This design comes from an exercise in tuning for small area on the open sky130 flow, not from production work. The RTL was checked by simulation tests, not by an equivalence proof against the original design.

Setup of R:
==> flow/design.v (excerpt) <==
module fp16_approx_systolic_array #(
    parameter SIZE = 8,
    parameter APPROX_MULT_BITS = 6,
    parameter APPROX_ALIGN = 4
)(
    input wire clk,
    input wire rst_n,
    input wire enable,
    input wire acc_clear,
    input wire [15:0] a_in_0,
    input wire [15:0] a_in_1,
    input wire [15:0] a_in_2,
    input wire [15:0] a_in_3,
    input wire [15:0] a_in_4,
    input wire [15:0] a_in_5,
    input wire [15:0] a_in_6,
    input wire [15:0] a_in_7,
    input wire [15:0] w_in_0,
    input wire [15:0] w_in_1,
    input wire [15:0] w_in_2,
    input wire [15:0] w_in_3,
    input wire [15:0] w_in_4,
    input wire [15:0] w_in_5,
    input wire [15:0] w_in_6,
    input wire [15:0] w_in_7,
    output wire [15:0] acc_out_00,
    output wire [15:0] acc_out_01,
    output wire [15:0] acc_out_02,
    output wire [15:0] acc_out_03,
    output wire [15:0] acc_out_04,
    output wire [15:0] acc_out_05,
    output wire [15:0] acc_out_06,
    output wire [15:0] acc_out_07,
    output wire [15:0] acc_out_10,
    output wire [15:0] acc_out_11,
    output wire [15:0] acc_out_12,
    output wire [15:0] acc_out_13,
    output wire [15:0] acc_out_14,
    output wire [15:0] acc_out_15,
    output wire [15:0] acc_out_16,
    output wire [15:0] acc_out_17,
    output wire [15:0] acc_out_20,
    output wire [15:0] acc_out_21,
    output wire [15:0] acc_out_22,
    output wire [15:0] acc_out_23,
    output wire [15:0] acc_out_24,
    output wire [15:0] acc_out_25,
    output wire [15:0] acc_out_26,
    output wire [15:0] acc_out_27,
    output wire [15:0] acc_out_30,
    output wire [15:0] acc_out_31,
    output wire [15:0] acc_out_32,
    output wire [15:0] acc_out_33,
    output wire [15:0] acc_out_34,
    output wire [15:0] acc_out_35,
  ...
clock: 12.0 ns
lec_check: 0
cap_margin: 10
core_margin: 2
core_utilization: 70
gpl_timing_driven: 0
place_density: 0.8
slew_margin: 10
standard.sh (not shown) runs the stock make flow with config.mk's settings and CLKGATE_MAP_FILE= SYNTH_SCRIPT=/design/flow/synth_recipe.tcl, a recipe that flattens the netlist after the stock synthesis.
==> flow/flow/run.sh <==
#!/bin/bash
# Own flow: the standard layout (standard.sh), with two changes in synthesis: Yosys's synth
# runs without its generic ABC pass (-noabc), and the final ABC technology mapping uses an
# area-oriented script (flow/area.abc) instead of ORFS's abc_speed/abc_area scripts. Everything
# else (the Yosys passes, the registers, and every layout step) is the standard flow's, except
# for the clock tree synthesis options (cts_args below), the port buffers' cell and buffer trees
# for the high-fanout signal nets, built before repair_design (flow/pre_resize.tcl).
set -euo pipefail
here=$(pwd)
# synth_recipe.tcl with the abc command's -script argument replaced
{
  cat <<TCL
proc abc {args} {
  set i [lsearch -exact \$args -script]
  if {\$i >= 0} { lset args [expr {\$i + 1}] {$here/flow/area.abc} }
  puts "own flow: abc -script [lindex \$args [expr {\$i + 1}]]"
  yosys abc {*}\$args
}
TCL
  head -n 1 synth_recipe.tcl
  # replaces synth_recipe.tcl's synth (its first line) with one that also skips the generic ABC
  # pass inside synth's fine stage, so that extract_fa sees the adders as written
  echo 'proc synth {args} { yosys synth -nofsm -noshare -noabc {*}$args }'
  tail -n +2 synth_recipe.tcl
} > own_synth.tcl
# clock tree: larger sink clusters and no dummy loads (fewer clock buffers)
cts_args="-sink_clustering_enable -repair_clock_nets -dont_use_dummy_load -sink_clustering_size 25 -sink_clustering_max_diameter 120"
bash standard.sh SYNTH_SCRIPT="$here/own_synth.tcl" synth > synth.log 2>&1
# every input and output port still gets its buffer, the smallest one (buf_1)
# before repair_design: buffer trees for the high-fanout nets (flow/pre_resize.tcl)
bash standard.sh SYNTH_SCRIPT="$here/own_synth.tcl" CTS_ARGS="$cts_args" \
  BUFFER_PORTS_ARGS="-buffer_cell sky130_fd_sc_hd__buf_1" PRE_RESIZE_TCL="$here/flow/pre_resize.tcl" \
  finish > layout.log 2>&1
==> flow/flow/hf_tree.tcl <==
# Buffer trees for the high-fanout signal nets of the placed design, built before repair_design:
# each net's loads are grouped by a grid over the core (about 16 loads per occupied cell), each
# occupied cell gets a leaf buffer at its loads' centre, and when there are many leaves they are
# grouped again (3 x 3 cells per region) under region buffers. repair_design then only has to
# fix what is left, instead of chaining buffers along the nets.
proc my_fanout {net} {
  set n 0
  foreach it [$net getITerms] { if {[$it isInputSignal]} { incr n } }
  return $n
}

proc my_is_global_gate {inst min_loads} {
  global my_global_gates
  return [info exists my_global_gates([$inst getName])]
}

proc my_tree_net {net leaf_cell mid_cell tag min_loads} {
  set db [ord::get_db]
  set block [ord::get_db_block]
  set loads {}
  set kept 0
  foreach it [$net getITerms] {
    if {![$it isInputSignal]} continue
    if {[my_is_global_gate [$it getInst] $min_loads]} { incr kept; continue }
    lappend loads $it
  }
  set nl [llength $loads]
  set G [expr {max(1, int(round(sqrt($nl / 16.0))))}]
  set G2 3
  set G1 [expr {max(1, int(ceil(double($G) / $G2)))}]
  set G [expr {$G1 * $G2}]
  set core [$block getCoreArea]
  set x0 [$core xMin]; set y0 [$core yMin]; set x1 [$core xMax]; set y1 [$core yMax]
  set dx [expr {double($x1 - $x0) / $G}]; set dy [expr {double($y1 - $y0) / $G}]
  array set cell {}
  foreach it $loads {
    set loc [[$it getInst] getLocation]
    set x [lindex $loc 0]; set y [lindex $loc 1]
    set i [expr {min($G - 1, max(0, int(($x - $x0) / $dx)))}]
    set j [expr {min($G - 1, max(0, int(($y - $y0) / $dy)))}]
    lappend cell($i,$j) [list $it $x $y]
  }
  array set region {}
  set n 0
  foreach key [array names cell] {
    lassign [split $key ,] i j
    set sx 0; set sy 0; set k 0
    foreach e $cell($key) { set sx [expr {$sx + [lindex $e 1]}]; set sy [expr {$sy + [lindex $e 2]}]; incr k }
    set cx [expr {int($sx / $k)}]; set cy [expr {int($sy / $k)}]
    set inst [odb::dbInst_create $block [$db findMaster $leaf_cell] "my_tree_${tag}_l${i}_${j}"]
    set ln [odb::dbNet_create $block "my_tree_${tag}_n${i}_${j}"]
    $ln setSigType SIGNAL
    foreach e $cell($key) {
      set it [lindex $e 0]
      $it disconnect
      $it connect $ln
    }
    [$inst findITerm X] connect $ln
    [$inst findITerm A] connect $net
    $inst setLocation $cx $cy
    $inst setPlacementStatus PLACED
    lappend region([expr {$i / $G2}],[expr {$j / $G2}]) [list $inst $cx $cy]
    incr n
  }
  set m 0
  if {$n > 9} {
    foreach key [array names region] {
      if {[llength $region($key)] < 2} continue
      set sx 0; set sy 0; set k 0
      foreach e $region($key) { set sx [expr {$sx + [lindex $e 1]}]; set sy [expr {$sy + [lindex $e 2]}]; incr k }
      set cx [expr {int($sx / $k)}]; set cy [expr {int($sy / $k)}]
      lassign [split $key ,] i j
      set inst [odb::dbInst_create $block [$db findMaster $mid_cell] "my_tree_${tag}_m${i}_${j}"]
      set mn [odb::dbNet_create $block "my_tree_${tag}_mn${i}_${j}"]
      $mn setSigType SIGNAL
      foreach e $region($key) {
        set li [lindex $e 0]
        [$li findITerm A] disconnect
        [$li findITerm A] connect $mn
      }
      [$inst findITerm X] connect $mn
      [$inst findITerm A] connect $net
      $inst setLocation $cx $cy
      $inst setPlacementStatus PLACED
      incr m
    }
  }
  puts "my_tree: [$net getName]: $nl loads, $n leaf and $m region buffers, $kept global gates kept on the root"
}

proc my_trees {min_loads leaf_cell mid_cell} {
  set block [ord::get_db_block]
  set todo {}
  foreach net [$block getNets] {
    if {[$net getSigType] ne "SIGNAL"} continue
    set n 0
    foreach it [$net getITerms] { if {[$it isInputSignal]} { incr n } }
    if {$n >= $min_loads} { lappend todo $net }
  }
  # cells driving such nets, found before any net is split: kept on the root of their input
  # trees, so that a signal derived from another high-fanout one is not delayed twice
  global my_global_gates
  array unset my_global_gates
  foreach net $todo {
    foreach it [$net getITerms] {
      if {[$it isOutputSignal]} { set my_global_gates([[$it getInst] getName]) 1 }
    }
  }
  set t 0
  foreach net $todo { my_tree_net $net $leaf_cell $mid_cell $t $min_loads; incr t }
}
Other scripts of this flow, unchanged in this note and not shown: flow/flow/area.abc, flow/flow/pre_resize.tcl
R finished all stages; the layout is clean.
Inputs modified between R and P:
-- flow/flow/hf_tree.tcl --
<<< R, line 1
# Buffer trees for the high-fanout signal nets of the placed design, built before repair_design:
# each net's loads are grouped by a grid over the core (about 16 loads per occupied cell), each
# occupied cell gets a leaf buffer at its loads' centre, and when there are many leaves they are
>>> P, line 1
# Buffer trees for the high-fanout signal nets of the placed design, built before repair_design:
# each net's loads are grouped by a grid over the core (about 16 loads per occupied cell, 40 for
# flip-flop enable and reset pins, which get a tree of their own), each
# occupied cell gets a leaf buffer at its loads' centre, and when there are many leaves they are
<<< R, line 16

proc my_tree_net {net leaf_cell mid_cell tag min_loads} {
  set db [ord::get_db]
  set block [ord::get_db_block]
  set loads {}
  set kept 0
>>> P, line 17

# Flip-flop enable and asynchronous reset pins: loads with a whole cycle to spare, which share
# larger, slower leaves.
proc my_is_slow_load {it} {
  set m [[$it getInst] getMaster]
  if {![$m isSequential]} { return 0 }
  set pin [[$it getMTerm] getName]
  return [expr {$pin eq "DE" || $pin eq "RESET_B" || $pin eq "SET_B"}]
}

proc my_tree_net {net leaf_cell mid_cell tag min_loads} {
  set loads_fast {}
  set loads_slow {}
  set kept 0
<<< R, line 24
    if {[my_is_global_gate [$it getInst] $min_loads]} { incr kept; continue }
    lappend loads $it
  }
  set nl [llength $loads]
  set G [expr {max(1, int(round(sqrt($nl / 16.0))))}]
  set G2 3
>>> P, line 33
    if {[my_is_global_gate [$it getInst] $min_loads]} { incr kept; continue }
    if {[my_is_slow_load $it]} { lappend loads_slow $it } else { lappend loads_fast $it }
  }
  if {[llength $loads_fast] > 0} { my_tree_loads $net $loads_fast 16.0 $leaf_cell $mid_cell "${tag}f" }
  if {[llength $loads_slow] > 0} { my_tree_loads $net $loads_slow 40.0 $leaf_cell $mid_cell "${tag}s" }
  puts "my_tree: [$net getName]: [llength $loads_fast] fast and [llength $loads_slow] slow loads, $kept global gates kept on the root"
}

proc my_tree_loads {net loads per_leaf leaf_cell mid_cell tag} {
  set db [ord::get_db]
  set block [ord::get_db_block]
  set nl [llength $loads]
  set G [expr {max(1, int(round(sqrt($nl / $per_leaf))))}]
  set G2 3
<<< R, line 87
  }
  puts "my_tree: [$net getName]: $nl loads, $n leaf and $m region buffers, $kept global gates kept on the root"
}
>>> P, line 104
  }
  puts "my_tree:   $tag: $nl loads, $n leaf and $m region buffers"
}
[summary]
P vs R, setup slack went down by 330 ps. For cell count along the critical path, dividing the value from R by the value from P gives 0.871. In the final reports, the cell area of P is smaller than that of R. ~same post-detailed-route wirelength per cell in R and P. Critical path data arrival time delta for P relative to R: 340 ps higher. Total length of routed met2 wires ended up 1900 um lower on P than on R.

==> separate check: timing with driven ports <==
No port has a modelled driver above. Below, the same layouts with a new extraction and two added sets of constraints.
Step 1 assumes that a clkbuf_16 drives the clock port and a buf_2 every other input.
Step 2 moves the port delays by t, midway between the first and last clock arrival at a register: inputs arrive t later, outputs are due t later. That takes back most of the time a late clock gives input paths.
Slacks: ideal ports / drivers / drivers and shift; pairs: ideal ports / drivers.
| run | t (ns) | setup WS [ns] | clock arrival spread, ns |
|---|---|---|---|
| R | 1.058 | 0.644 / 0.747 / -0.311 | 0.075 / 0.074 |
| P | 1.059 | 0.311 / 0.405 / -0.654 | 0.085 / 0.084 |
Met with ideal ports but missed after step 2: setup timing in R and P. For P, which loses most, drivers alone change the setup slack by +0.094 ns; drivers and shift together by -0.965 ns.
